This is an optimization exercise on Yosys and OpenROAD, whose aim is small area, a short achievable clock period and few clock cycles, not a production implementation. At most, simulation tests tie the RTL to the original design; equivalence was not proved. No functional check of the RTL was part of runs 3 and 4. Power figures rest on the tool's default switching activity, not on a simulated workload.

==> design.v <==
module VSCPU (clk, rst, data_fromRAM, wrEn, addr_toRAM, data_toRAM);
input clk, rst;
input [31:0] data_fromRAM;
output wrEn;
output [13:0] addr_toRAM;
output [31:0] data_toRAM;
localparam K = 2;
localparam [2:0] OP_ADD = 3'd0, OP_NAND = 3'd1, OP_SRL = 3'd2, OP_LT = 3'd3,
                 OP_CP = 3'd4, OP_MUL = 3'd5, OP_BZJ = 3'd6, OP_CPI = 3'd7;
localparam [2:0] S_START = 3'd0, S_RB = 3'd1, S_W1 = 3'd2, S_EX = 3'd3,
                 S_BZ1 = 3'd4, S_BZ2 = 3'd5, S_WAITF = 3'd6, S_MUL = 3'd7;
reg [2:0]  st;
reg [13:0] PC;
reg [31:0] IW;        
reg [31:0] R1;        
reg [31:0] D;         
reg [13:0] AO;        
reg        WE;
reg [13:0] lwa;       
reg        lwv;
reg        conflict;  
reg        latchR1;
reg        xselD;
reg        mlast;
assign wrEn = WE & ~rst;
assign addr_toRAM = AO;
assign data_toRAM = D;
wire [2:0]  d_op = data_fromRAM[31:29];
wire        d_im = data_fromRAM[28];
wire [13:0] d_A  = data_fromRAM[27:14];
wire [13:0] d_B  = data_fromRAM[13:0];
wire        hitA = lwv & (d_A == lwa);
wire        hitB = lwv & (d_B == lwa);
wire [13:0] PC1  = PC + 14'd1;
wire        d_cp = (d_op == OP_CP);
wire        d_readB = ~d_im & ~hitB & ~d_cp;
wire        d_readX = d_cp ? (~d_im & ~hitB) : (d_readB | ~hitA);
wire [2:0]  op = IW[31:29];
wire        mul = (st == S_MUL);
wire [31:0] X = xselD ? D : data_fromRAM;
wire [31:0] Y = R1;
wire [31:0] pa = R1[0] ? IW : 32'd0;
wire [31:0] pb = R1[1] ? {IW[30:0], 1'b0} : 32'd0;
wire [31:0] cs_s = D ^ pa ^ pb;
wire [31:0] cs_c = (D & pa) | (D & pb) | (pa & pb);
wire        is_lt = (op == OP_LT);
wire [31:0] P = xselD ? (mul ? cs_s : D) : data_fromRAM;
wire [31:0] Q = mul ? {cs_c[30:0], 1'b0} : (is_lt ? ~R1 : R1);
wire        cin = ~mul & (is_lt | IW[13]);
wire [32:0] sum = {1'b0, P} + {1'b0, Q} + {32'd0, cin};
reg  [31:0] res;
always @* begin
    case (op)
        OP_ADD:  res = sum[31:0];
        OP_NAND: res = ~(X & Y);
        OP_SRL:  res = X >> Y;
        OP_LT:   res = {31'd0, ~sum[32]};
        OP_CP:   res = IW[28] ? Y : X;
        default: res = Y;
    endcase
end
wire [13:0] waddr = (op == OP_CPI) ? X[13:0] : IW[27:14];
wire [1:0] Xc = (X[31:8] == 24'd0) ? 2'd0 : (X[31:16] == 16'd0) ? 2'd1 :
                (X[31:24] == 8'd0) ? 2'd2 : 2'd3;
wire [1:0] Yc = (Y[31:8] == 24'd0) ? 2'd0 : (Y[31:16] == 16'd0) ? 2'd1 :
                (Y[31:24] == 8'd0) ? 2'd2 : 2'd3;
wire       swap = Xc < Yc;
wire       lastX = (X[31:K] == 0);
wire       lastY = (Y[31:K] == 0);
wire [31:0] mstep = sum[31:0];
wire        mnext_last = (R1[31:2*K] == 0);
wire [13:0] d_tgt = d_im ? (PC + d_B) : d_A;
wire bz_pred = 0;
always @(posedge clk) begin
    WE <= 1'b0;
    if (rst) begin
        st <= S_WAITF;
        AO <= 14'd0;
        PC <= 14'd0;
        lwv <= 1'b0;
        conflict <= 1'b0;
    end else begin
        case (st)
        S_START: begin
            if (conflict) begin
                AO <= PC;
                conflict <= 1'b0;
                st <= S_WAITF;
            end else begin
                IW <= data_fromRAM;
                if (d_op == OP_BZJ) begin
                    R1[13:0] <= d_tgt;
                    if (hitB) begin
                        AO <= (D == 32'd0) ? d_tgt : PC1;
                        PC <= (D == 32'd0) ? d_tgt : PC1;
                        st <= S_WAITF;
                    end else begin
                        AO <= d_B;
                        st <= S_BZ1;
                    end
                end else begin
                    R1 <= d_im ? {18'd0, d_B} : D;
                    xselD <= ~d_readX;
                    latchR1 <= d_readB;
                    if (d_readB) begin
                        AO <= d_B;
                        st <= S_RB;
                    end else if (d_readX) begin
                        AO <= d_cp ? d_B : d_A;
                        st <= S_W1;
                    end else begin
                        if (d_op != OP_MUL) begin
                            AO <= PC1;
                            PC <= PC1;
                        end
                        st <= S_EX;
                    end
                end
            end
        end
        S_RB: begin
            AO <= IW[27:14];
            st <= S_W1;
        end
        S_W1: begin
            if (latchR1) R1 <= data_fromRAM;
            if (op != OP_MUL) begin
                AO <= PC1;
                PC <= PC1;
            end
            st <= S_EX;
        end
        S_EX: begin
            if (op == OP_MUL) begin
                IW <= swap ? Y : X;
                R1 <= swap ? X : Y;
                D <= 32'd0;
                xselD <= 1'b1;
                lwa <= IW[27:14];
                lwv <= 1'b0;
                mlast <= swap ? lastX : lastY;
                if (swap ? lastX : lastY) begin
                    AO <= PC1;
                    PC <= PC1;
                end
                st <= S_MUL;
            end else begin
                D <= res;
                AO <= waddr;
                WE <= 1'b1;
                lwa <= waddr;
                lwv <= 1'b1;
                conflict <= (waddr == PC);
                st <= S_START;
            end
        end
        S_MUL: begin
            D <= mstep;
            IW <= IW << K;
            R1 <= R1 >> K;
            if (mlast) begin
                AO <= lwa;
                WE <= 1'b1;
                lwv <= 1'b1;
                conflict <= (lwa == PC);
                st <= S_START;
            end else if (mnext_last) begin
                AO <= PC1;
                PC <= PC1;
                mlast <= 1'b1;
            end
        end
        S_BZ1: begin
            AO <= bz_pred ? R1[13:0] : PC1;
            PC <= bz_pred ? R1[13:0] : PC1;
            if (bz_pred) R1[13:0] <= PC1;
            st <= S_BZ2;
        end
        S_BZ2: begin
            if ((data_fromRAM == 32'd0) == bz_pred) begin
                st <= S_START;
            end else begin
                AO <= R1[13:0];
                PC <= R1[13:0];
                st <= S_WAITF;
            end
        end
        default: begin  
            st <= S_START;
        end
        endcase
    end
end
endmodule
==> flow/run.sh <==
#!/bin/bash
set -euo pipefail
bash standard.sh synth > synth.log 2>&1
bash standard.sh SETUP_SLACK_MARGIN=7.5 finish > layout.log 2>&1
==> standard.sh <==
#!/bin/bash
# synth_recipe.tcl (not shown) runs the flow's synth.tcl, then flattens the netlist and writes it again
# the make line also repeats each setting of config.mk as NAME=value (left out here)
make -C /OpenROAD-flow-scripts/flow DESIGN_CONFIG=/design/flow/config.mk WORK_HOME=/design/flow/orfs CLKGATE_MAP_FILE= SYNTH_SCRIPT=/design/flow/synth_recipe.tcl "${@:-finish}"
==> config.mk <==
export PLATFORM = sky130hd
export DESIGN_NAME = VSCPU
export DESIGN_NICKNAME = VSCPU
export VERILOG_FILES = /design/flow/design.v
export SDC_FILE = /design/flow/constraint.sdc
export NUM_CORES = 4
export LEC_CHECK = 0
export CAP_MARGIN = 20
export CORE_MARGIN = 2
export CORE_UTILIZATION = 40
export SETUP_SLACK_MARGIN = 0.3
export SLEW_MARGIN = 20
==> constraint.sdc <==
create_clock -name core_clock -period 14.0 [get_ports {clk}]
set_input_delay 2.8000 -clock core_clock [delete_from_list [all_inputs] [get_ports {clk}]]
set_output_delay 2.8000 -clock core_clock [all_outputs]
set_load 0.01 [all_outputs]
==> results of run 1 <==
-- power groups by stage --
stage          clock (mW)  combinational (mW)  sequential, mW
2_1_floorplan           0               0.912           0.597
3_3_place_gp            0                1.31           0.683
3_5_place_dp            0                1.32           0.684
4_1_cts             0.495                1.33           0.674
5_1_grt             0.509                1.48           0.684
6_report            0.495                1.41           0.687
-- what timing repair did --
item / in CTS / in global routing
setup endpoints to repair: 46 / 51
gates resized for setup: 11 / 13
setup buffers: 2 / 4
pin swaps: 3 / 3
cloned: 2 / 0
-- cells by family (layout without fill, tap and decap cells) --
group	after synthesis	in the layout	share of synthesized area
simple gates	762	762	0.1860
mux	158	158	0.09502
fa+ha+maj	80	80	0.06803
compound gates	870	871	0.2948
other cells	0	4	0
flops	147	147	0.2219
xor+xnor	124	124	0.05917
buf+inv	354	299	0.07505
-- sequential cells by signal (all words and copies together), names as in the netlist, 3 cells and up --
name / cells
R1: 32
st: 3
IW: 32
AO: 14
D: 32
PC: 14
lwa: 14
-- stage by stage --
stage,hold WS (ns),util,instances
CTS,0.4589,0.4468,3036
detailed placement,0.4495,0.4319,3000
floorplan,0.4761,-,2495
finish,0.4587,0.4494,3045
global route,0.4830,0.4493,3042
global placement,0.4469,0.4319,3000
-- synth_stat cells, types with 12 or more instances --
master / n
inv_1: 96
a31oi_1: 21
a21o_1: 22
edfxtp_1: 113
ha_1: 47
nand3_1: 38
xnor2_1: 94
nor2_1: 205
o211ai_1: 45
and2_1: 19
o21ai_0: 255
nor2b_1: 14
nor4_1: 21
o21ai_1: 12
mux2_2: 30
nor3_1: 45
a221oi_1: 26
a211oi_1: 45
a221o_1: 12
o22ai_1: 54
buf_2: 27
dfxtp_1: 34
a21oi_1: 247
nand2_1: 333
mux2i_1: 118
buf_1: 34
a222oi_1: 14
fa_1: 33
clkbuf_1: 191
nand2b_1: 15
xor2_1: 30
nand4_1: 23
-- final timing paths --
path	start	end	cells past startpoint
worst min-delay path	AO[10]$_SDFFE_PP0P_	AO[10]$_SDFFE_PP0P_	2
worst min register to register	AO[10]$_SDFFE_PP0P_	AO[10]$_SDFFE_PP0P_	2
worst max register to register	st[1]$_SDFFE_PP1N_	D[31]$_DFFE_PP_	19
worst max-delay path	data_fromRAM[21]	AO[3]$_SDFFE_PP0P_	11
-- cell type report --
cell class	count	area, sq um	share of cell area
antenna	4	10.01	0.0004908
clock buffer	17	425.4	0.02086
clock inverter	15	157.7	0.007730
inverter	100	375.4	0.01840
multi-input combinational	1995	13080	0.6413
sequential	147	4079	0.2000
tap	600	750.7	0.03681
timing repair buffer	167	1518	0.07441
-- layer usage --
layer / part of all wire / up-vias
met5: 0.00076 / -
met4: 0.051 / 8
met3: 0.15 / 288
met2: 0.39 / 1812
met1: 0.41 / 10340
li1: - / 8964
-- worst max-delay path: stages --
cell and delay, ns:
clkdlybuf4s50_1 0.88, xnor2_1 0.19, nand4_1 0.12, nor4_1 0.59
nor2_1 0.31, buf_4 0.33, mux2_2 0.36, nor3_1 0.06
nor3_1 0.91, a311oi_2 0.13, nor3_1 0.22
==> summary.txt, run 1 <==
Yosys
  • Cell count after synthesis: between 2000 and 2500
  • Yosys top cell by area: edfxtp_1
  • Area share of the largest cell type after synthesis: 0.1849
  • Post-synthesis register bit count: 147
  • Synth area leaders: edfxtp_1 (18%), o21ai_0 (7.0%), nand2_1 (6.8%)
  • Asr flop ratio synth: 0
  • Distinct cells, synth: 80
  • Synth warn: 1
  • Register area share after synthesis: 0.2219
  • Ys flop type: edfxtp_1
  • Post-synth EDFFs: around 110
  • Syn Nets: 2609
  • Average cell area after synthesis: about 7.4 sq um
  • Synthesized cell area: ~18000 sq um

Global route
  • First-pass GRT wire length: between 100 and 150 mm
  • Largest net degree at the start of global routing: roughly 140
  • Routing usage on met1: 0.5881
  • Initial antenna violation count: 8
  • GR met3 Demand/Resource: 0.1581
  • GR Util met2: 0.5616
  • Vias in the first global route: between 15000 and 20000
  • Most utilized layer in the global route result: met1
  • Gr usage total: 0.4198
  • Overflow after GRT: 0

Power and ir drop
  • Switching share of power: 0.4978
  • Power Density: 127.2 nW/um^2
  • Clk pwr share: 0.191
  • Internal Pwr Total: ~1.3 mW
  • Design Power: roughly 2.6 mW
  • Flop pwr share: 0.265
  • Worst vdd ir: 0.08674 mV
  • Leak Pwr: 7.572 nW
  • Combinational Power Share: 0.544
  • Switching pwr: between 1 and 1.5 mW

Run
  • Max cap viols: 0

Cells and area
  • Synthesis-to-layout area growth: 11.12%
  • Share of cells above drive strength 1: 0.08685
  • FILL cells: 4604
  • Net count, final: approximately 2500
  • Commonest non-fill, non-tap cells in the layout: nand2_1 (331), o21ai_0 (252), a21oi_1 (243)
  • Most common cell after layout, fill and taps aside: nand2_1
  • Final Cell Area: 20400 sq um

Timing
  • F_max: 154.1 MHz
  • Worst Max-Slew Pin Slew: roughly 1.1 ns
  • TNS Setup: 0 ns
  • Max_slew headroom: 0.2549
  • Min Tclk post-route: 6.490 ns
  • Slew Viols, Final: 0
  • Final-report setup violation count: 0
  • Final period util: 0.4635
  • Fin. Hold Viols: 0
  • Worst clock skew: around 0.015 ns
  • RSZ-0062 raised after global routing: yes
  • Final WS setup: 7.510 ns

Routing
  • Iteration-0 DRC Markers: 3814
  • DRC errors left: 0
  • Vias per cell: 7.033
  • Post-detailed-route count of antenna-violating nets: 0
  • Routed wire length: 101.7 mm
  • Vias: roughly 21000
  • TritonRoute pass-1 iters: 8
  • Wire per inst: ~33 um

CTS
  • Clock sink count: between 100 and 150
  • Cts bufs inserted: 17
  • # hold bufs at CTS: 0
  • CTS H-Tree Depth: 4
  • Worst-Skew Late Latency: about 0.52 ns
  • Worst-path clk slew: about 0.070 ns
  • TritonCTS clock tree: yes
  • Root Buffer: clkbuf_16
  • CTS max path bufs: 2

Die
  • Core Box Area: ~45000 sq um
  • DIE AREA: ~48000 sq um
  • Site Rows: 78
  • Boundary Pins: a little over 80
  • Die width: 218.2 um
  • Die Y: roughly 220 um
  • Initial Util: 0.4045

Outcome
  • Status: no timing/DRC/antenna violations

Worst setup path
  • R2R setup slack: between 8 and 9 ns
  • Type of origin of the critical path: input pin
  • Worst EP arrival: roughly 6.9 ns
  • Worst Setup End Kind: flop
  • Max FO, Critical Path: 16
  • Critical path required time: between 10 and 15 ns
  • Critical path class: input pin to flop

Hold path
  • Class of the worst hold path: flop to flop

Placed design
  • Pre-CTS setup slack: 6.390 ns
  • IO Port Bufs: 80
  • Gpl congestion: approximately 1.1
  • Dpl hpwl: a little over 70 mm
  • Dpl cell area: approximately 20000 sq um
Testbench counts, summed over its fixed seeds: cycles 210,760.
==> run 2, diff against run 1 <==
==> run.sh (new file) <==
#!/bin/bash
# synth_recipe.tcl (not shown) runs the flow's synth.tcl, then flattens the netlist and writes it again
# the make line also repeats each setting of config.mk as NAME=value (left out here)
make -C /OpenROAD-flow-scripts/flow DESIGN_CONFIG=/design/flow/config.mk WORK_HOME=/design/flow/orfs CLKGATE_MAP_FILE= SYNTH_SCRIPT=/design/flow/synth_recipe.tcl finish
removed: flow/run.sh
removed: standard.sh
==> summary.txt, run 2 <==
Worst setup path
  • Critical path class: input pin to output port (was input pin to flop)
  • Max FO, Critical Path: 32 (was 16)
  • Worst EP arrival: 4.29 ns (was 6.93 ns)
  • R2R setup slack: 7.64 ns (was 8.23 ns)
  • Worst Setup End Kind: output port (was flop)
  • Type of origin of the critical path: input pin (unchanged)
  • Critical path required time: 11.20 ns (was 14.44 ns)

Global route
  • Gr usage total: 0.3938 (was 0.4198)
  • Vias in the first global route: 18800 (was 19210)
  • GR Util met2: 0.5350 (was 0.5616)
  • Largest net degree at the start of global routing: 141 (unchanged)
  • Most utilized layer in the global route result: met1 (unchanged)
  • Overflow after GRT: 0 (unchanged)
  • First-pass GRT wire length: 135.7 mm (was 143.1 mm)
  • Initial antenna violation count: 1 (was 8)
  • GR met3 Demand/Resource: 0.1637 (was 0.1581)
  • Routing usage on met1: 0.5351 (was 0.5881)

Power and ir drop
  • Design Power: 2.510 mW (was 2.593 mW)
  • Worst vdd ir: 0.1033 mV (was 0.08674 mV)
  • Leak Pwr: 7.439 nW (was 7.572 nW)
  • Power Density: 124.6 nW/um^2 (was 127.2 nW/um^2)

Timing
  • Final-report setup violation count: 0 (unchanged)
  • RSZ-0062 raised after global routing: no (was yes)
  • Final period util: 0.5066 (was 0.4635)
  • Slew Viols, Final: 0 (unchanged)
  • Max_slew headroom: 0.1980 (was 0.2549)
  • TNS Setup: 0 ns (unchanged)
  • Min Tclk post-route: 7.092 ns (was 6.490 ns)
  • Worst clock skew: 0.02272 ns (was 0.01515 ns)
  • Fin. Hold Viols: 0 (unchanged)
  • F_max: 141.0 MHz (was 154.1 MHz)
  • Worst Max-Slew Pin Slew: 1.190 ns (was 1.109 ns)

Yosys
  • Synthesized cell area: 18360 sq um (unchanged)
  • Ys flop type: edfxtp_1 (unchanged)
  • Synth warn: 1 (unchanged)
  • Area share of the largest cell type after synthesis: 0.1849 (unchanged)
  • Synth area leaders: edfxtp_1 (18%), o21ai_0 (7.0%), nand2_1 (6.8%) (unchanged)
  • Cell with the most instances after synthesis: nand2_1 (unchanged)
  • Post-synthesis register bit count: 147 (unchanged)
  • Yosys top cell by area: edfxtp_1 (unchanged)
  • Asr flop ratio synth: 0 (unchanged)
  • Register area share after synthesis: 0.2219 (unchanged)
  • Commonest cells post-synth: nand2_1 (333), o21ai_0 (255), a21oi_1 (247) (unchanged)
  • Average cell area after synthesis: 7.357 sq um (unchanged)
  • Syn Nets: 2609 (unchanged)
  • Post-synth EDFFs: 113 (unchanged)
  • Cell count after synthesis: 2495 (unchanged)
  • Distinct cells, synth: 80 (unchanged)

CTS
  • CTS max path bufs: 2 (unchanged)
  • CTS H-Tree Depth: 4 (unchanged)
  • Cts bufs inserted: 17 (unchanged)
  • Worst-Skew Late Latency: 0.52 ns (about the same)
  • TritonCTS clock tree: yes (unchanged)
  • Root Buffer: clkbuf_16 (unchanged)
  • Clock sink count: 147 (unchanged)
  • Resized cells post-CTS: 0 (was 11)
  • # hold bufs at CTS: 0 (unchanged)
  • Worst-path clk slew: 0.07 ns (about the same)
  • Post-CTS setup buffers: 0 (was 2)

Routing
  • TritonRoute pass-1 iters: 9 (was 8)
  • Wire per inst: 31.46 um (was 33.39 um)
  • Vias: 21010 (was 21420)
  • Iteration-0 DRC Markers: 3874 (was 3814)
  • DRC errors left: 0 (unchanged)
  • Vias per cell: 6.930 (was 7.033)
  • Post-detailed-route count of antenna-violating nets: 0 (unchanged)
  • Routed wire length: 95.35 mm (was 101.7 mm)

Run
  • Max cap viols: 0 (unchanged)

Cells and area
  • Synthesis-to-layout area growth: 9.748% (was 11.12%)
  • Most common cell after layout, fill and taps aside: nand2_1 (unchanged)
  • Share of cells above drive strength 1: 0.07778 (was 0.08685)
  • Commonest non-fill, non-tap cells in the layout: nand2_1 (331), o21ai_0 (254), a21oi_1 (245) (was nand2_1 (331), o21ai_0 (252), a21oi_1 (243))
  • Net count, final: 2531 (was 2542)
  • Largest registers: D x32, IW x32, R1 x32 (unchanged)

Placed design
  • IO Port Bufs: 80 (unchanged)
  • Dpl hpwl: 67.60 mm (was 72.31 mm)
  • Gpl congestion: 1.089 (was 1.078)

Die
  • Site Rows: 78 (unchanged)
  • Boundary Pins: 81 (unchanged)
  • Die Y: 218.2 um (unchanged)
  • Die width: 218.2 um (unchanged)
  • DIE AREA: 47620 sq um (unchanged)
  • Core Box Area: 45380 sq um (unchanged)
  • Initial Util: 0.4045 (unchanged)

Hold path
  • Class of the worst hold path: flop to flop (unchanged)

Outcome
  • Status: no timing/DRC/antenna violations (unchanged)
run 2: changes by cell type in the layout (fill, tap and decap cells not counted), sizes merged, moves of 2 or more:
cell	delta
diode	-3
clkinv	-2
inv	+2
buf	-8
bufinv	-2
clkdlybuf4s50	+5
dlymetal6s2s	-3
dlygate4sd2	-2
run 2: stage by stage:
stage               instance area, sq um  utilization  setup WS, ns  hold WS [ns]  instances
floorplan                          18360            -         6.483        0.4761       2495
global route                       20140       0.4439         6.841        0.4819       3031
detailed placement                 19590       0.4317         6.642        0.4468       2998
CTS                                20140       0.4437         6.932        0.4567       3030
finish                             20140       0.4439         6.908        0.4587       3031
global placement                   19590       0.4317         6.727        0.4460       2998
run 2: area by class of cell:
cell class                 instances  area (sq um)
timing repair buffer             157          1399
multi-input combinational       1994         13000
antenna                            1         2.502
clock buffer                      19         442.9
clock inverter                    13         100.1
inverter                         100         375.4
tap                              600         750.7
sequential                       147          4079
fill                            4652         25240
run 2: power by group:
part           internal (mW)  switching (mW)  total, mW
logic                  0.478           0.881       1.36
registers              0.550           0.130      0.680
clock network          0.233           0.239      0.471
total                   1.26            1.25       2.51
run 2: layer usage:
| layer | part of all wire | up-vias |
|---|---|---|
| met4 | 0.051 | 0 |
| met2 | 0.40 | 1734 |
| li1 | - | 8930 |
| met1 | 0.39 | 10060 |
| met3 | 0.16 | 284 |
| met5 | 0 | - |
run 2: cell families (layout without fill, tap and decap cells):
logic type	Yosys count	count (layout)	synth area share
muxes	158	158	0.09502
xor gates and xnor gates	124	124	0.05917
DFF	147	147	0.2219
and+or+nand+nor	762	762	0.1860
other	0	1	0
AOI/OAI and AO/OA	870	870	0.2948
buffers and inverters	354	289	0.07505
adders and majority gates	80	80	0.06803
run 2: path summary, 6_finish.rpt:
kind                      startpoint            endpoint  cells past startpoint
hold reg to reg   AO[5]$_SDFFE_PP0P_  AO[5]$_SDFFE_PP0P_                      2
setup / recovery                 rst                wrEn                      4
setup reg to reg    IW[29]$_DFFE_PP_     D[30]$_DFFE_PP_                     16
hold / removal    AO[5]$_SDFFE_PP0P_  AO[5]$_SDFFE_PP0P_                      2
run 2: critical path, cell delays in order:
cell,delay [ns]
clkdlybuf4s50_1,0.45
buf_4,0.43
nor2b_1,0.10
clkdlybuf4s50_1,0.50
==> run 3, diff against run 2 <==
--- a/design.v
+++ b/design.v
@@ -5,10 +5,10 @@
 output [13:0] addr_toRAM;
 output [31:0] data_toRAM;
-localparam K = 2;
 localparam [2:0] OP_ADD = 3'd0, OP_NAND = 3'd1, OP_SRL = 3'd2, OP_LT = 3'd3,
                  OP_CP = 3'd4, OP_MUL = 3'd5, OP_BZJ = 3'd6, OP_CPI = 3'd7;
-localparam [2:0] S_START = 3'd0, S_RB = 3'd1, S_W1 = 3'd2, S_EX = 3'd3,
-                 S_BZ1 = 3'd4, S_BZ2 = 3'd5, S_WAITF = 3'd6, S_MUL = 3'd7;
-reg [2:0]  st;
+localparam [3:0] S_START = 4'd0, S_RB = 4'd1, S_W1 = 4'd2, S_EX = 4'd3,
+                 S_BZ1 = 4'd4, S_BZ2 = 4'd5, S_WAITF = 4'd6, S_MUL = 4'd7,
+                 S_RST = 4'd8;
+reg [3:0]  st;
 reg [13:0] PC;
 reg [31:0] IW;        
@@ -23,4 +23,5 @@
 reg        xselD;
 reg        mlast;
+reg        bprev;     
 assign wrEn = WE & ~rst;
 assign addr_toRAM = AO;
@@ -40,13 +41,14 @@
 wire [31:0] X = xselD ? D : data_fromRAM;
 wire [31:0] Y = R1;
-wire [31:0] pa = R1[0] ? IW : 32'd0;
-wire [31:0] pb = R1[1] ? {IW[30:0], 1'b0} : 32'd0;
-wire [31:0] cs_s = D ^ pa ^ pb;
-wire [31:0] cs_c = (D & pa) | (D & pb) | (pa & pb);
 wire        is_lt = (op == OP_LT);
-wire [31:0] P = xselD ? (mul ? cs_s : D) : data_fromRAM;
-wire [31:0] Q = mul ? {cs_c[30:0], 1'b0} : (is_lt ? ~R1 : R1);
-wire        cin = ~mul & (is_lt | IW[13]);
-wire [32:0] sum = {1'b0, P} + {1'b0, Q} + {32'd0, cin};
+wire        b_one = R1[0] ^ bprev;
+wire        b_two = (R1[1] & ~R1[0] & ~bprev) | (~R1[1] & R1[0] & bprev);
+wire        b_neg = R1[1] & ~(R1[0] & bprev);
+wire [31:0] b_sel = b_two ? {IW[30:0], 1'b0} : (b_one ? IW : 32'd0);
+wire [31:0] Qb = mul ? b_sel : R1;
+wire        inv = mul ? b_neg : is_lt;
+wire [31:0] Q = inv ? ~Qb : Qb;
+wire        cin = mul ? b_neg : (is_lt | IW[13]);
+wire [32:0] sum = {1'b0, X} + {1'b0, Q} + {32'd0, cin};
 reg  [31:0] res;
 always @* begin
@@ -61,13 +63,15 @@
 end
 wire [13:0] waddr = (op == OP_CPI) ? X[13:0] : IW[27:14];
-wire [1:0] Xc = (X[31:8] == 24'd0) ? 2'd0 : (X[31:16] == 16'd0) ? 2'd1 :
-                (X[31:24] == 8'd0) ? 2'd2 : 2'd3;
-wire [1:0] Yc = (Y[31:8] == 24'd0) ? 2'd0 : (Y[31:16] == 16'd0) ? 2'd1 :
-                (Y[31:24] == 8'd0) ? 2'd2 : 2'd3;
-wire       swap = Xc < Yc;
-wire       lastX = (X[31:K] == 0);
-wire       lastY = (Y[31:K] == 0);
+function [1:0] mclass(input [31:0] v);
+    if (v[31:7] == 25'd0 || v[31:7] == {25{1'b1}}) mclass = 2'd0;
+    else if (v[31:15] == 17'd0 || v[31:15] == {17{1'b1}}) mclass = 2'd1;
+    else if (v[31:23] == 9'd0 || v[31:23] == {9{1'b1}}) mclass = 2'd2;
+    else mclass = 2'd3;
+endfunction
+wire       swap = mclass(X) < mclass(Y);
+wire       lastX = (X[31:1] == 31'd0) | (X[31:1] == {31{1'b1}});
+wire       lastY = (Y[31:1] == 31'd0) | (Y[31:1] == {31{1'b1}});
 wire [31:0] mstep = sum[31:0];
-wire        mnext_last = (R1[31:2*K] == 0);
+wire        mnext_last = (R1[31:3] == 29'd0) | (R1[31:3] == {29{1'b1}});
 wire [13:0] d_tgt = d_im ? (PC + d_B) : d_A;
 wire bz_pred = 0;
@@ -75,9 +79,5 @@
     WE <= 1'b0;
     if (rst) begin
-        st <= S_WAITF;
-        AO <= 14'd0;
-        PC <= 14'd0;
-        lwv <= 1'b0;
-        conflict <= 1'b0;
+        st <= S_RST;
     end else begin
         case (st)
@@ -137,4 +137,5 @@
                 D <= 32'd0;
                 xselD <= 1'b1;
+                bprev <= 1'b0;
                 lwa <= IW[27:14];
                 lwv <= 1'b0;
@@ -157,6 +158,7 @@
         S_MUL: begin
             D <= mstep;
-            IW <= IW << K;
-            R1 <= R1 >> K;
+            IW <= IW << 2;
+            R1 <= {R1[31], R1[31], R1[31:2]};
+            bprev <= R1[1];
             if (mlast) begin
                 AO <= lwa;
@@ -186,4 +188,11 @@
             end
         end
+        S_RST: begin
+            AO <= 14'd0;
+            PC <= 14'd0;
+            lwv <= 1'b0;
+            conflict <= 1'b0;
+            st <= S_WAITF;
+        end
         default: begin  
             st <= S_START;
==> flow/run.sh (new file) <==
#!/bin/bash
set -euo pipefail
bash standard.sh synth > synth.log 2>&1
bash standard.sh SETUP_SLACK_MARGIN=8 "BUFFER_PORTS_ARGS=-buffer_cell sky130_fd_sc_hd__buf_2" finish > layout.log 2>&1
==> standard.sh (new file) <==
#!/bin/bash
# synth_recipe.tcl (not shown) runs the flow's synth.tcl, then flattens the netlist and writes it again
# the make line also repeats each setting of config.mk as NAME=value (left out here)
make -C /OpenROAD-flow-scripts/flow DESIGN_CONFIG=/design/flow/config.mk WORK_HOME=/design/flow/orfs CLKGATE_MAP_FILE= SYNTH_SCRIPT=/design/flow/synth_recipe.tcl "${@:-finish}"
removed: run.sh
==> summary.txt, run 3 <==
Outcome
  • Status: no timing/DRC/antenna violations (unchanged)

Run
  • Max cap viols: 0 (unchanged)

Worst setup path
  • Reg2reg path depth: 17 (was 16)
  • Worst r2r src: st[1]$_SDFFE_PP0N_ (was IW[29]$_DFFE_PP_)
  • Critical path class: input pin to output port (unchanged)
  • R2R setup slack: 8.29 ns (was 7.64 ns)
  • CP Buf/Inv Count: 2 (was 3)
  • Critical Path Max Stage Delay: 0.13 ns (was 0.50 ns)
  • Critical path's slowest cell: buf_6 (was clkdlybuf4s50_1)
  • Type of origin of the critical path: input pin (unchanged)
  • Crit path cell chain: buf_6 -> nor2b_1 -> buf_2 (was clkdlybuf4s50_1 -> buf_4 -> nor2b_1 -> clkdlybuf4s50_1)
  • CP delay by family, top: buffers and inverters (unchanged)
  • Critical path required time: 11.20 ns (about the same)
  • Worst Setup End Kind: output port (unchanged)
  • Worst EP arrival: 3.17 ns (was 4.29 ns)
  • Critical R2R Capture: D[28]$_DFFE_PP_ (was D[30]$_DFFE_PP_)
  • Max FO, Critical Path: 12 (was 32)

Die
  • DIE AREA: 45360 sq um (was 47620 sq um)
  • Die width: 213.0 um (was 218.2 um)
  • Die Y: 213.0 um (was 218.2 um)
  • Core Box Area: 43080 sq um (was 45380 sq um)
  • Boundary Pins: 81 (unchanged)
  • Site Rows: 76 (was 78)
  • Initial Util: 0.4055 (was 0.4045)

Routing
  • DRC errors left: 0 (unchanged)
  • Post-detailed-route count of antenna-violating nets: 0 (unchanged)
  • Routed wire length: 93.21 mm (was 95.35 mm)
  • Vias: 20310 (was 21010)
  • TritonRoute pass-1 iters: 8 (was 9)
  • Wire per inst: 33.42 um (was 31.46 um)
  • Vias per cell: 7.281 (was 6.930)
  • Iteration-0 DRC Markers: 3685 (was 3874)

Power and ir drop
  • Worst vdd ir: 0.08430 mV (was 0.1033 mV)
  • Combinational Power Share: 0.521 (was 0.541)
  • Switching pwr: 1.224 mW (was 1.249 mW)
  • Power Density: 131.2 nW/um^2 (was 124.6 nW/um^2)
  • Clk pwr share: 0.198 (was 0.188)
  • Flop pwr share: 0.282 (was 0.271)
  • Design Power: 2.524 mW (was 2.510 mW)
  • Switching share of power: 0.4850 (was 0.4977)
  • Leak Pwr: 6.993 nW (was 7.439 nW)
  • Internal Pwr Total: 1.300 mW (was 1.261 mW)

Yosys
  • Synth warn: 1 (unchanged)
  • Commonest cells post-synth: a21oi_1 (284), o21ai_0 (212), clkbuf_1 (195) (was nand2_1 (333), o21ai_0 (255), a21oi_1 (247))
  • Asr flop ratio synth: 0 (unchanged)
  • Syn Nets: 2328 (was 2609)
  • Cell count after synthesis: 2244 (was 2495)
  • Register area share after synthesis: 0.2533 (was 0.2219)
  • Ys flop type: edfxtp_1 (unchanged)
  • Synth area leaders: edfxtp_1 (25%), a21oi_1 (8.1%), mux2i_1 (7.4%) (was edfxtp_1 (18%), o21ai_0 (7.0%), nand2_1 (6.8%))
  • Yosys top cell by area: edfxtp_1 (unchanged)
  • Distinct cells, synth: 72 (was 80)
  • Post-synth EDFFs: 144 (was 113)
  • Post-synthesis register bit count: 149 (was 147)
  • Area share of the largest cell type after synthesis: 0.2475 (was 0.1849)
  • Cell with the most instances after synthesis: a21oi_1 (was nand2_1)
  • Average cell area after synthesis: 7.785 sq um (was 7.357 sq um)
  • Synthesized cell area: 17470 sq um (was 18360 sq um)

CTS
  • CTS H-Tree Depth: 4 (unchanged)
  • CTS max path bufs: 2 (unchanged)
  • Worst-path clk slew: 0.07 ns (about the same)
  • TritonCTS clock tree: yes (unchanged)
  • Clock sink count: 149 (was 147)
  • Worst-Skew Late Latency: 0.47 ns (was 0.52 ns)
  • Root Buffer: clkbuf_16 (unchanged)
  • Cts bufs inserted: 17 (unchanged)

Timing
  • Fin. Hold Viols: 0 (unchanged)
  • Final-report setup violation count: 0 (unchanged)
  • Worst Max-Slew Pin Slew: 1.148 ns (was 1.190 ns)
  • Slew Viols, Final: 0 (unchanged)
  • RSZ-0062 raised after global routing: no (unchanged)
  • F_max: 167.6 MHz (was 141.0 MHz)
  • TNS Setup: 0 ns (unchanged)
  • Max_slew headroom: 0.2328 (was 0.1980)
  • Worst clock skew: 0.01604 ns (was 0.02272 ns)
  • Final period util: 0.4263 (was 0.5066)
  • Min Tclk post-route: 5.968 ns (was 7.092 ns)

Hold path
  • Class of the worst hold path: flop to flop (unchanged)
  • Worst hold start: IW[0]$_DFFE_PP_ (was AO[5]$_SDFFE_PP0P_)
  • Worst Hold Depth: 2 (unchanged)
  • Worst Hold Endpoint: IW[2]$_DFFE_PP_ (was AO[5]$_SDFFE_PP0P_)

Cells and area
  • Final Cell Area: 19230 sq um (was 20140 sq um)
  • FILL cells: 4328 (was 4652)
  • Most common cell after layout, fill and taps aside: a21oi_1 (was nand2_1)
  • Share of cells above drive strength 1: 0.1304 (was 0.07778)
  • Post-layout util: 0.4464 (was 0.4439)
  • Synthesis-to-layout area growth: 10.07% (was 9.748%)
  • Largest registers: D x32, IW x32, R1 x32 (unchanged)
  • Non-Filler Instances: 2789 (was 3031)
  • Net count, final: 2272 (was 2531)
  • Commonest non-fill, non-tap cells in the layout: a21oi_1 (282), o21ai_0 (210), nand2_1 (173) (was nand2_1 (331), o21ai_0 (254), a21oi_1 (245))

Placed design
  • Gpl congestion: 1.066 (was 1.089)
  • Dpl hpwl: 68.22 mm (was 67.60 mm)
  • Cells after DPL: 2743 (was 2998)
  • IO Port Bufs: 80 (unchanged)
  • Dpl cell area: 18350 sq um (was 19590 sq um)

Global route
  • Largest net degree at the start of global routing: 86 (was 141)
  • Vias in the first global route: 18260 (was 18800)
  • Initial antenna violation count: 3 (was 1)
  • Gr usage total: 0.4037 (was 0.3938)
  • First-pass GRT wire length: 131.1 mm (was 135.7 mm)
  • Overflow after GRT: 0 (unchanged)
[run 3: worst max path at each step]
stage               cells past startpoint                to  slack [ns]              from
finish                                  3              wrEn        8.03               rst
global route                           12   D[25]$_DFFE_PP_        7.98  data_fromRAM[13]
CTS                                    14   D[28]$_DFFE_PP_        8.01   data_fromRAM[0]
detailed placement                     14  R1[25]$_DFFE_PP_        6.26  data_fromRAM[28]
global placement                       14  R1[25]$_DFFE_PP_        6.34  data_fromRAM[28]
floorplan                              12  R1[14]$_DFFE_PP_        7.95  data_fromRAM[28]
[run 3: stage by stage]
step,setup WS (ns),hold WS (ns)
global placement,6.340,0.6525
global route,7.984,0.7026
detailed placement,6.263,0.6599
floorplan,7.951,0.5748
CTS,8.006,0.6750
finish,8.032,0.6839
[run 3: what timing repair did]
action / CTS / global route
cloned: 0 / 1
hold buffers: 0 / 0
buffers inserted: 4 / 6
gates resized for setup: 17 / 16
setup endpoints to repair: 94 / 74
pin swaps: 4 / 6
[run 3: logic make-up after synthesis]
group	count (synthesis)	share of synthesized area
AND/OR/NAND/NOR	644	0.1755
flip-flops	149	0.2533
XOR/XNOR	122	0.06117
multiplexers	175	0.1235
buffers and inverters	298	0.06632
adder cells (fa/ha/maj)	50	0.03710
AO/OA/AOI/OAI	806	0.2832
[run 3: per-layer routing]
metal	vias up	routed length (um)	global-route usage
met2	1897	37430	0.5697
met5	-	26	0
met3	412	14360	0.1450
met4	4	7223	0.2551
li1	8337	-	-
met1	9658	34160	0.5203
[run 3: final cells by class]
type	instances	area [sq um]	area share
sequential	149	4427	0.2302
inverter	70	262.8	0.01366
tap	585	732.0	0.03807
clock buffer	17	425.4	0.02212
multi-input combinational	1797	12150	0.6319
clock inverter	15	170.2	0.008850
antenna	3	7.507	0.0003904
timing repair buffer	153	1054	0.05479
[run 3: power by group through the flow]
stage	Clock, mW	Combinational [mW]	Sequential [mW]
6_report	0.499	1.31	0.711
5_1_grt	0.508	1.38	0.708
4_1_cts	0.494	1.24	0.700
3_5_place_dp	0	1.22	0.710
3_3_place_gp	0	1.22	0.710
2_1_floorplan	0	0.852	0.628
[run 3: worst min-delay path, cell delays in order (launching register included)]
cell and delay (ns):
edfxtp_1 0.40, a31oi_1 0.11, o21ai_0 0.06
==> run 4, diff against run 3 <==
--- a/design.v
+++ b/design.v
@@ -9,5 +9,5 @@
 localparam [3:0] S_START = 4'd0, S_RB = 4'd1, S_W1 = 4'd2, S_EX = 4'd3,
                  S_BZ1 = 4'd4, S_BZ2 = 4'd5, S_WAITF = 4'd6, S_MUL = 4'd7,
-                 S_RST = 4'd8;
+                 S_RST = 4'd8, S_SRL = 4'd9;
 reg [3:0]  st;
 reg [13:0] PC;
@@ -56,7 +56,8 @@
         OP_ADD:  res = sum[31:0];
         OP_NAND: res = ~(X & Y);
-        OP_SRL:  res = X >> Y;
+        OP_SRL:  res = (Y[31:5] != 27'd0) ? 32'd0 : X;    
         OP_LT:   res = {31'd0, ~sum[32]};
         OP_CP:   res = IW[28] ? Y : X;
+        OP_MUL:  res = 32'd0;
         default: res = Y;
     endcase
@@ -135,5 +136,5 @@
                 IW <= swap ? Y : X;
                 R1 <= swap ? X : Y;
-                D <= 32'd0;
+                D <= res;
                 xselD <= 1'b1;
                 bprev <= 1'b0;
@@ -146,4 +147,11 @@
                 end
                 st <= S_MUL;
+            end else if (op == OP_SRL && Y[31:5] == 27'd0 && Y[4:0] != 5'd0) begin
+                D <= X;
+                lwa <= IW[27:14];
+                lwv <= 1'b0;
+                mlast <= (Y[4:0] == 5'd1);
+                if (Y[4:0] == 5'd1) AO <= PC;
+                st <= S_SRL;
             end else begin
                 D <= res;
@@ -173,4 +181,18 @@
             end
         end
+        S_SRL: begin
+            D <= {1'b0, D[31:1]};
+            R1[4:0] <= R1[4:0] - 5'd1;
+            if (mlast) begin
+                AO <= lwa;
+                WE <= 1'b1;
+                lwv <= 1'b1;
+                conflict <= (lwa == PC);
+                st <= S_START;
+            end else if (R1[4:0] == 5'd2) begin
+                AO <= PC;
+                mlast <= 1'b1;
+            end
+        end
         S_BZ1: begin
             AO <= bz_pred ? R1[13:0] : PC1;
--- a/config.mk
+++ b/config.mk
@@ -9,4 +9,7 @@
 export CORE_MARGIN = 2
 export CORE_UTILIZATION = 40
+export CTS_BUF_LIST = sky130_fd_sc_hd__clkbuf_8
+export CTS_CLUSTER_DIAMETER = 80
+export CTS_CLUSTER_SIZE = 20
 export SETUP_SLACK_MARGIN = 0.3
 export SLEW_MARGIN = 20
==> summary.txt, run 4 <==
Outcome
  • Status: no timing/DRC/antenna violations (unchanged)

Yosys
  • Register area share after synthesis: 0.2704 (was 0.2533)
  • Post-synthesis register bit count: 149 (unchanged)
  • Cell with the most instances after synthesis: a21oi_1 (unchanged)
  • Area share of the largest cell type after synthesis: 0.2642 (was 0.2475)
  • Synth area leaders: edfxtp_1 (26%), a21oi_1 (7.2%), xnor2_1 (5.1%) (was edfxtp_1 (25%), a21oi_1 (8.1%), mux2i_1 (7.4%))
  • Cell count after synthesis: 2071 (was 2244)
  • Asr flop ratio synth: 0 (unchanged)
  • Synth warn: 1 (unchanged)
  • Distinct cells, synth: 75 (was 72)
  • Post-synth EDFFs: 144 (unchanged)
  • Synthesized cell area: 16360 sq um (was 17470 sq um)
  • Yosys top cell by area: edfxtp_1 (unchanged)
  • Syn Nets: 2158 (was 2328)
  • Average cell area after synthesis: 7.902 sq um (was 7.785 sq um)
  • Commonest cells post-synth: a21oi_1 (237), nand2_1 (203), clkbuf_1 (180) (was a21oi_1 (284), o21ai_0 (212), clkbuf_1 (195))
  • Ys flop type: edfxtp_1 (unchanged)

Hold path
  • Class of the worst hold path: flop to flop (unchanged)

Timing
  • Worst clock skew: 0.02737 ns (was 0.01604 ns)
  • Final period util: 0.4249 (was 0.4263)
  • Final-report setup violation count: 0 (unchanged)
  • Worst Max-Slew Pin Slew: 1.138 ns (was 1.148 ns)
  • F_max: 168.1 MHz (was 167.6 MHz)
  • Fin. Hold Viols: 0 (unchanged)
  • Final WS setup: 8.051 ns (was 8.032 ns)
  • Slew Viols, Final: 0 (unchanged)
  • Min Tclk post-route: 5.949 ns (was 5.968 ns)
  • TNS Setup: 0 ns (unchanged)
  • RSZ-0062 raised after global routing: yes (was no)
  • Max_slew headroom: 0.2345 (was 0.2328)

Global route
  • Overflow after GRT: 0 (unchanged)
  • First-pass GRT wire length: 119.7 mm (was 131.1 mm)
  • Routing usage on met1: 0.4994 (was 0.5203)
  • Most utilized layer in the global route result: met2 (unchanged)
  • GR Util met2: 0.5809 (was 0.5697)
  • Vias in the first global route: 17090 (was 18260)
  • Gr usage total: 0.3913 (was 0.4037)
  • Initial antenna violation count: 5 (was 3)
  • Largest net degree at the start of global routing: 57 (was 86)
  • GR met3 Demand/Resource: 0.09382 (was 0.1450)

Run
  • Max cap viols: 0 (unchanged)

Routing
  • Wire per inst: 32.46 um (was 33.42 um)
  • Post-detailed-route count of antenna-violating nets: 0 (unchanged)
  • DRC errors left: 0 (unchanged)
  • TritonRoute pass-1 iters: 8 (unchanged)
  • Routed wire length: 83.46 mm (was 93.21 mm)
  • Vias: 18490 (was 20310)
  • Iteration-0 DRC Markers: 3205 (was 3685)
  • Vias per cell: 7.193 (was 7.281)

Worst setup path
  • Type of origin of the critical path: input pin (unchanged)
  • R2R setup slack: 8.49 ns (was 8.29 ns)
  • Worst r2r src: IW[30]$_DFFE_PP_ (was st[1]$_SDFFE_PP0N_)
  • Worst Setup End Kind: output port (unchanged)
  • Critical path required time: 11.20 ns (about the same)
  • Critical path endpoint: wrEn (unchanged)
  • Critical path class: input pin to output port (unchanged)
  • Max FO, Critical Path: 16 (was 12)
  • Worst EP arrival: 3.15 ns (was 3.17 ns)
  • Worst Setup SP: rst (unchanged)
  • Critical R2R Capture: D[30]$_DFFE_PP_ (was D[28]$_DFFE_PP_)
  • Reg2reg path depth: 16 (was 17)

CTS
  • CTS H-Tree Depth: 4 (unchanged)
  • Root Buffer: clkbuf_8 (was clkbuf_16)
  • Worst-Skew Late Latency: 0.59 ns (was 0.47 ns)
  • Post-CTS setup buffers: 0 (was 4)
  • Cts bufs inserted: 17 (unchanged)
  • Worst-path clk slew: 0.09 ns (was 0.07 ns)
  • CTS max path bufs: 2 (unchanged)
  • TritonCTS clock tree: yes (unchanged)
  • Clock sink count: 149 (unchanged)

Die
  • Initial Util: 0.4026 (was 0.4055)
  • Die Y: 206.3 um (was 213.0 um)
  • DIE AREA: 42550 sq um (was 45360 sq um)
  • Boundary Pins: 81 (unchanged)
  • Core Box Area: 40650 sq um (was 43080 sq um)
  • Site Rows: 74 (was 76)
  • Die width: 206.3 um (was 213.0 um)

Cells and area
  • Largest registers: D x32, IW x32, R1 x32 (unchanged)
  • Commonest non-fill, non-tap cells in the layout: a21oi_1 (235), nand2_1 (203), o21ai_0 (152) (was a21oi_1 (282), o21ai_0 (210), nand2_1 (173))
  • Synthesis-to-layout area growth: 7.493% (was 10.07%)
  • Share of cells above drive strength 1: 0.1227 (was 0.1304)
  • Net count, final: 2112 (was 2272)
  • Most common cell after layout, fill and taps aside: a21oi_1 (unchanged)

Placed design
  • IO Port Bufs: 80 (unchanged)
  • Gpl congestion: 1.039 (was 1.066)
  • Pre-CTS setup slack: 7.205 ns (was 6.263 ns)
  • Dpl hpwl: 59.21 mm (was 68.22 mm)

Power and ir drop
  • Design Power: 1.766 mW (was 2.524 mW)
  • Leak Pwr: 6.609 nW (was 6.993 nW)
  • Power Density: 100.4 nW/um^2 (was 131.2 nW/um^2)
  • Worst vdd ir: 0.08622 mV (was 0.08430 mV)
## run 4: through the flow
stage,hold slack (ns),utilization,instances,cell area (sq um)
after floorplan,0.5810,-,2071,16360
after global placement,0.6414,0.4220,2536,17150
after detailed placement,0.6345,0.4223,2537,17170
after CTS,0.6659,0.4306,2569,17500
after global routing,0.7038,0.4328,2571,17590
final,0.6807,0.4328,2571,17590
## run 4: worst max-delay path: stages
cell and delay, ns:
buf_12 0.13, nor2b_4 0.09, buf_2 0.12
## run 4: cells by family (layout without fill, tap and decap cells)
group                    Yosys count  count (layout)  share of synthesized area
AO/OA/AOI/OAI                    757             757                     0.3034
AND/OR/NAND/NOR                  631             631                     0.1853
buffers and inverters            239             206                    0.05658
flip-flops                       149             149                     0.2704
XOR/XNOR                         125             125                    0.06690
multiplexers                     117             117                    0.07562
adder cells (fa/ha/maj)           53              53                    0.04190
other                              0               1                          0
## run 4: layout make-up
class | count | area, sq um
tap | 532 | 665.6
timing repair buffer | 139 | 865.8
sequential | 149 | 4424
clock inverter | 14 | 75.07
inverter | 35 | 131.4
multi-input combinational | 1683 | 11180
clock buffer | 18 | 247.7
antenna | 1 | 2.502
fill | 4169 | 23060
## run 4: worst min-delay path by stage
stage	end	startpoint	depth (start not counted)	slack, ns
after floorplan	IW[6]$_DFFE_PP_	IW[4]$_DFFE_PP_	2	0.58
after global placement	IW[10]$_DFFE_PP_	IW[8]$_DFFE_PP_	2	0.64
after detailed placement	IW[14]$_DFFE_PP_	IW[12]$_DFFE_PP_	2	0.63
after CTS	IW[10]$_DFFE_PP_	IW[8]$_DFFE_PP_	2	0.67
after global routing	IW[14]$_DFFE_PP_	IW[12]$_DFFE_PP_	2	0.70
final	IW[10]$_DFFE_PP_	IW[8]$_DFFE_PP_	2	0.68
## run 4: timing repair
item / CTS / global route
gates resized for setup: 4 / 10
hold buffers: 0 / 0
gates cloned: 0 / 0
endpoints found under the setup margin: 21 / 58
## run 4: power by group
part           switching (mW)  internal, mW
logic                   0.529         0.280
clock network           0.207         0.123
registers              0.0760         0.552
## run 4: metal layers
layer,share of wire,up-vias
li1,-,7830
met5,0.00067,-
met3,0.12,383
met2,0.43,1551
met1,0.37,8722
met4,0.077,8
==> run 5, diff against run 4 <==
--- a/design.v
+++ b/design.v
@@ -7,8 +7,7 @@
 localparam [2:0] OP_ADD = 3'd0, OP_NAND = 3'd1, OP_SRL = 3'd2, OP_LT = 3'd3,
                  OP_CP = 3'd4, OP_MUL = 3'd5, OP_BZJ = 3'd6, OP_CPI = 3'd7;
-localparam [3:0] S_START = 4'd0, S_RB = 4'd1, S_W1 = 4'd2, S_EX = 4'd3,
-                 S_BZ1 = 4'd4, S_BZ2 = 4'd5, S_WAITF = 4'd6, S_MUL = 4'd7,
-                 S_RST = 4'd8, S_SRL = 4'd9;
-reg [3:0]  st;
+localparam [2:0] S_START = 3'd0, S_RB = 3'd1, S_W1 = 3'd2, S_EX = 3'd3,
+                 S_BZ1 = 3'd4, S_BZ2 = 3'd5, S_WAITF = 3'd6, S_MUL = 3'd7;
+reg [2:0]  st;
 reg [13:0] PC;
 reg [31:0] IW;        
@@ -56,8 +55,7 @@
         OP_ADD:  res = sum[31:0];
         OP_NAND: res = ~(X & Y);
-        OP_SRL:  res = (Y[31:5] != 27'd0) ? 32'd0 : X;    
+        OP_SRL:  res = X >> Y;
         OP_LT:   res = {31'd0, ~sum[32]};
         OP_CP:   res = IW[28] ? Y : X;
-        OP_MUL:  res = 32'd0;
         default: res = Y;
     endcase
@@ -80,5 +78,9 @@
     WE <= 1'b0;
     if (rst) begin
-        st <= S_RST;
+        st <= S_WAITF;
+        AO <= 14'd0;
+        PC <= 14'd0;
+        lwv <= 1'b0;
+        conflict <= 1'b0;
     end else begin
         case (st)
@@ -136,5 +138,5 @@
                 IW <= swap ? Y : X;
                 R1 <= swap ? X : Y;
-                D <= res;
+                D <= 32'd0;
                 xselD <= 1'b1;
                 bprev <= 1'b0;
@@ -147,11 +149,4 @@
                 end
                 st <= S_MUL;
-            end else if (op == OP_SRL && Y[31:5] == 27'd0 && Y[4:0] != 5'd0) begin
-                D <= X;
-                lwa <= IW[27:14];
-                lwv <= 1'b0;
-                mlast <= (Y[4:0] == 5'd1);
-                if (Y[4:0] == 5'd1) AO <= PC;
-                st <= S_SRL;
             end else begin
                 D <= res;
@@ -181,18 +176,4 @@
             end
         end
-        S_SRL: begin
-            D <= {1'b0, D[31:1]};
-            R1[4:0] <= R1[4:0] - 5'd1;
-            if (mlast) begin
-                AO <= lwa;
-                WE <= 1'b1;
-                lwv <= 1'b1;
-                conflict <= (lwa == PC);
-                st <= S_START;
-            end else if (R1[4:0] == 5'd2) begin
-                AO <= PC;
-                mlast <= 1'b1;
-            end
-        end
         S_BZ1: begin
             AO <= bz_pred ? R1[13:0] : PC1;
@@ -210,11 +191,4 @@
             end
         end
-        S_RST: begin
-            AO <= 14'd0;
-            PC <= 14'd0;
-            lwv <= 1'b0;
-            conflict <= 1'b0;
-            st <= S_WAITF;
-        end
         default: begin  
             st <= S_START;
==> flow/run.sh (replaced) <==
#!/bin/bash
set -euo pipefail
bash standard.sh synth > synth.log 2>&1
bash standard.sh SETUP_SLACK_MARGIN=8 "BUFFER_PORTS_ARGS=-buffer_cell sky130_fd_sc_hd__buf_4" finish > layout.log 2>&1
--- a/config.mk
+++ b/config.mk
@@ -9,7 +9,4 @@
 export CORE_MARGIN = 2
 export CORE_UTILIZATION = 40
-export CTS_BUF_LIST = sky130_fd_sc_hd__clkbuf_8
-export CTS_CLUSTER_DIAMETER = 80
-export CTS_CLUSTER_SIZE = 20
 export SETUP_SLACK_MARGIN = 0.3
 export SLEW_MARGIN = 20
==> summary.txt, run 5 <==
Outcome
  • Status: no timing/DRC/antenna violations (unchanged)

Worst setup path
  • Worst r2r src: st[0]$_SDFFE_PP0P_ (was IW[30]$_DFFE_PP_)
  • Worst Setup End Kind: output port (unchanged)
  • Worst Setup SP: rst (unchanged)
  • R2R setup slack: 8.21 ns (was 8.49 ns)
  • Levels on crit path: 3 (unchanged)
  • Type of origin of the critical path: input pin (unchanged)
  • Critical path's slowest cell: buf_16 (was buf_12)
  • Critical Path Max Stage Delay: 0.15 ns (was 0.13 ns)
  • Crit path cell chain: buf_16 -> nor2b_4 -> buf_4 (was buf_12 -> nor2b_4 -> buf_2)
  • Critical R2R Capture: D[0]$_DFFE_PP_ (was D[30]$_DFFE_PP_)
  • Worst EP arrival: 3.19 ns (was 3.15 ns)
  • CP Buf/Inv Count: 2 (unchanged)
  • Critical path class: input pin to output port (unchanged)
  • Critical path endpoint: wrEn (unchanged)
  • CP delay by family, top: buffers and inverters (unchanged)
  • Max FO, Critical Path: 19 (was 16)
  • Reg2reg path depth: 21 (was 16)
  • Critical path required time: 11.20 ns (about the same)

Timing
  • F_max: 167.0 MHz (was 168.1 MHz)
  • Final-report setup violation count: 0 (unchanged)
  • Final period util: 0.4278 (was 0.4249)
  • Max_slew headroom: 0.2090 (was 0.2345)
  • Fin. Hold Viols: 0 (unchanged)
  • Final WS setup: 8.011 ns (was 8.051 ns)
  • RSZ-0062 raised after global routing: yes (unchanged)
  • Worst Max-Slew Pin Slew: 1.183 ns (was 1.138 ns)
  • Min Tclk post-route: 5.989 ns (was 5.949 ns)
  • Slew Viols, Final: 0 (unchanged)
  • TNS Setup: 0 ns (unchanged)
  • Worst clock skew: 0.008835 ns (was 0.02737 ns)

Die
  • DIE AREA: 47440 sq um (was 42550 sq um)
  • Initial Util: 0.4038 (was 0.4026)
  • Core Box Area: 45280 sq um (was 40650 sq um)
  • Boundary Pins: 81 (unchanged)
  • Die width: 217.8 um (was 206.3 um)
  • Site Rows: 78 (was 74)
  • Die Y: 217.8 um (was 206.3 um)

Cells and area
  • Net count, final: 2517 (was 2112)
  • Commonest non-fill, non-tap cells in the layout: a21oi_1 (328), nand2_1 (230), o21ai_0 (205) (was a21oi_1 (235), nand2_1 (203), o21ai_0 (152))
  • Share of cells above drive strength 1: 0.1251 (was 0.1227)
  • Most common cell after layout, fill and taps aside: a21oi_1 (unchanged)
  • Largest registers: D x32, IW x32, R1 x32 (unchanged)
  • Final Cell Area: 20340 sq um (was 17590 sq um)
  • Non-Filler Instances: 3049 (was 2571)
  • Synthesis-to-layout area growth: 11.24% (was 7.493%)

Global route
  • Vias in the first global route: 20400 (was 17090)
  • Overflow after GRT: 0 (unchanged)
  • Initial antenna violation count: 10 (was 5)
  • Largest net degree at the start of global routing: 81 (was 57)
  • Gr usage total: 0.4409 (was 0.3913)
  • First-pass GRT wire length: 150.4 mm (was 119.7 mm)

Placed design
  • Cells after DPL: 3009 (was 2537)
  • Dpl cell area: 19470 sq um (was 17170 sq um)
  • Pre-CTS setup slack: 7.109 ns (was 7.205 ns)
  • IO Port Bufs: 80 (unchanged)
  • Dpl hpwl: 76.68 mm (was 59.21 mm)
  • Gpl congestion: 1.048 (was 1.039)

Yosys
  • Cell with the most instances after synthesis: a21oi_1 (unchanged)
  • Syn Nets: 2572 (was 2158)
  • Cell count after synthesis: 2488 (was 2071)
  • Area share of the largest cell type after synthesis: 0.1872 (was 0.2642)
  • Synthesized cell area: 18290 sq um (was 16360 sq um)
  • Post-synth EDFFs: 114 (was 144)
  • Post-synthesis register bit count: 148 (was 149)
  • Synth warn: 1 (unchanged)
  • Register area share after synthesis: 0.2244 (was 0.2704)
  • Asr flop ratio synth: 0 (unchanged)
  • Average cell area after synthesis: 7.350 sq um (was 7.902 sq um)
  • Distinct cells, synth: 89 (was 75)
  • Synth area leaders: edfxtp_1 (19%), a21oi_1 (9.0%), mux2i_1 (5.7%) (was edfxtp_1 (26%), a21oi_1 (7.2%), xnor2_1 (5.1%))
  • Yosys top cell by area: edfxtp_1 (unchanged)
  • Ys flop type: edfxtp_1 (unchanged)
  • Commonest cells post-synth: a21oi_1 (330), nand2_1 (232), o21ai_0 (208) (was a21oi_1 (237), nand2_1 (203), clkbuf_1 (180))

Routing
  • Vias per cell: 7.292 (was 7.193)
  • Iteration-0 DRC Markers: 3952 (was 3205)
  • Routed wire length: 106.7 mm (was 83.46 mm)
  • DRC errors left: 0 (unchanged)
  • Wire per inst: 35.00 um (was 32.46 um)
  • Vias: 22230 (was 18490)
  • TritonRoute pass-1 iters: 6 (was 8)
  • Post-detailed-route count of antenna-violating nets: 0 (unchanged)

Power and ir drop
  • Combinational Power Share: 0.559 (was 0.458)
  • Leak Pwr: 7.460 nW (was 6.609 nW)
  • Clk pwr share: 0.188 (was 0.187)
  • Switching pwr: 1.325 mW (was 812.2 uW)
  • Worst vdd ir: 0.08266 mV (was 0.08622 mV)
  • Switching share of power: 0.4890 (was 0.4598)
  • Design Power: 2.709 mW (was 1.766 mW)
  • Flop pwr share: 0.253 (was 0.356)
  • Power Density: 133.2 nW/um^2 (was 100.4 nW/um^2)
  • Internal Pwr Total: 1.384 mW (was 954.1 uW)

Hold path
  • Class of the worst hold path: flop to flop (unchanged)

CTS
  • Root Buffer: clkbuf_16 (was clkbuf_8)
  • CTS max path bufs: 2 (unchanged)
  • TritonCTS clock tree: yes (unchanged)
  • Clock sink count: 148 (was 149)
  • Worst-Skew Late Latency: 0.48 ns (was 0.59 ns)
  • Cts bufs inserted: 17 (unchanged)
  • CTS H-Tree Depth: 4 (unchanged)
  • Worst-path clk slew: 0.06 ns (was 0.09 ns)

Run
  • Max cap viols: 0 (unchanged)
[run 5: how the worst min path moves through the flow]
stage / from / endpoint / slack [ns] / cells past startpoint
floorplan: AO[6]$_SDFFE_PP0P_ / AO[6]$_SDFFE_PP0P_ / 0.48 / 2
global placement: AO[5]$_SDFFE_PP0P_ / AO[5]$_SDFFE_PP0P_ / 0.45 / 2
detailed placement: AO[11]$_SDFFE_PP0P_ / AO[11]$_SDFFE_PP0P_ / 0.45 / 2
CTS: AO[5]$_SDFFE_PP0P_ / AO[5]$_SDFFE_PP0P_ / 0.47 / 2
global route: AO[8]$_SDFFE_PP0P_ / AO[8]$_SDFFE_PP0P_ / 0.49 / 2
finish: AO[5]$_SDFFE_PP0P_ / AO[5]$_SDFFE_PP0P_ / 0.46 / 2
[run 5: power by group through the flow]
stage / logic (mW) / clock network [mW] / registers [mW]
after detailed placement: 1.42 / 0 / 0.681
after global placement: 1.41 / 0 / 0.681
after floorplan: 0.971 / 0 / 0.606
after CTS: 1.43 / 0.504 / 0.672
after global routing: 1.59 / 0.521 / 0.684
final: 1.51 / 0.508 / 0.686
[run 5: kinds of logic after synthesis]
group                    after synthesis  synth area share
AO/OA/AOI/OAI                        953            0.3277
AND/OR/NAND/NOR                      765            0.1997
buffers and inverters                314           0.06664
flip-flops                           148            0.2244
multiplexers                         141           0.09011
XOR/XNOR                             117           0.05604
adder cells (fa/ha/maj)               50           0.03544
[run 5: what timing repair did]
| action | CTS | global route |
|---|---|---|
| setup endpoints to repair | 68 | 73 |
| hold buffers | 0 | 0 |
| setup buffers | 1 | 3 |
| gates resized for setup | 15 | 15 |
| gates cloned | 1 | 0 |
| pin swaps | 0 | 1 |
[run 5: worst reg2reg max path, cell delays in order, from the launching register on]
cell and delay, ns:
dfxtp_2 0.32, buf_6 0.31, clkinv_1 0.13, buf_4 0.30
nor2_2 0.18, buf_6 0.31, nand2_2 0.13, buf_6 0.33
o21ai_4 0.23, buf_6 0.36, xnor2_1 0.15, fa_1 0.40
inv_1 0.09, fa_1 0.26, a211oi_2 0.11, or3_1 0.41
a21oi_2 0.25, a22o_2 0.29, a41oi_4 0.20, o311ai_2 0.42
a2111oi_0 0.16, nand3b_1 0.17
[run 5: layout make-up]
cell class                      count  area, sq um
Fill cell                        4674        24940
Multi-Input combinational cell   2026        13230
Sequential cell                   148         4109
Timing Repair Buffer              167         1343
Tap cell                          600        750.7
Clock buffer                       27        570.5
Inverter                           73        274.0
Clock inverter                      5        55.05
Antenna cell                        3        7.507
[run 5: layer usage]
| metal | vias up | GRT usage | share of wire |
|---|---|---|---|
| met5 | - | 0 | 0.00035 |
| met4 | 6 | 0.3270 | 0.089 |
| met3 | 512 | 0.1110 | 0.12 |
| met2 | 1928 | 0.6623 | 0.43 |
| met1 | 10510 | 0.5453 | 0.37 |
| li1 | 9279 | - | - |
[run 5: stage by stage]
step                        util  hold WS, ns
after floorplan                -       0.4790
after global placement    0.4298       0.4463
after detailed placement  0.4300       0.4549
after CTS                 0.4465       0.4657
after global routing      0.4491       0.4866
final                     0.4492       0.4625
Testbench counts of run 5, summed over its fixed seeds: cycles 208,481.

-- afterwards: timing with drivers on the ports --
Ports are ideal in the flow. The routed layouts listed here were re-timed in OpenROAD.
Step 1 assumes that a clkbuf_16 drives the clock port and a buf_2 every other input.
Step 2, shift: input delay + t, output delay - t, t = (earliest + latest rising clock arrival at the registers) / 2. This alone moves slack from input paths to output paths.
a / b / c = ideal ports / drivers / drivers and shift; a / b = the first two.
run | t (ns) | slack for setup (ns) | worst setup path at the end | latest minus earliest clock arrival (ns) | worst slew at a driven data input, ns
run 1 | 0.567 | 7.510 / 7.540 / 6.974 | input to register | 0.015 / 0.015 | 0.12
run 2 | 0.562 | 6.908 / 6.885 / 6.379 | input to register | 0.023 / 0.023 | 0.10
run 3 | 0.515 | 8.032 / 8.002 / 7.573 | input to register | 0.016 / 0.016 | 0.04
run 4 | 0.635 | 8.051 / 8.001 / 7.509 | input to register | 0.027 / 0.028 | 0.06
run 5 | 0.534 | 8.011 / 7.865 / 7.574 | input to register | 0.009 / 0.009 | 0.17
After both steps every run listed still meets setup and hold. The setup slack of run 4, which loses most, moves by -0.050 ns with the drivers and by -0.542 ns with both steps.
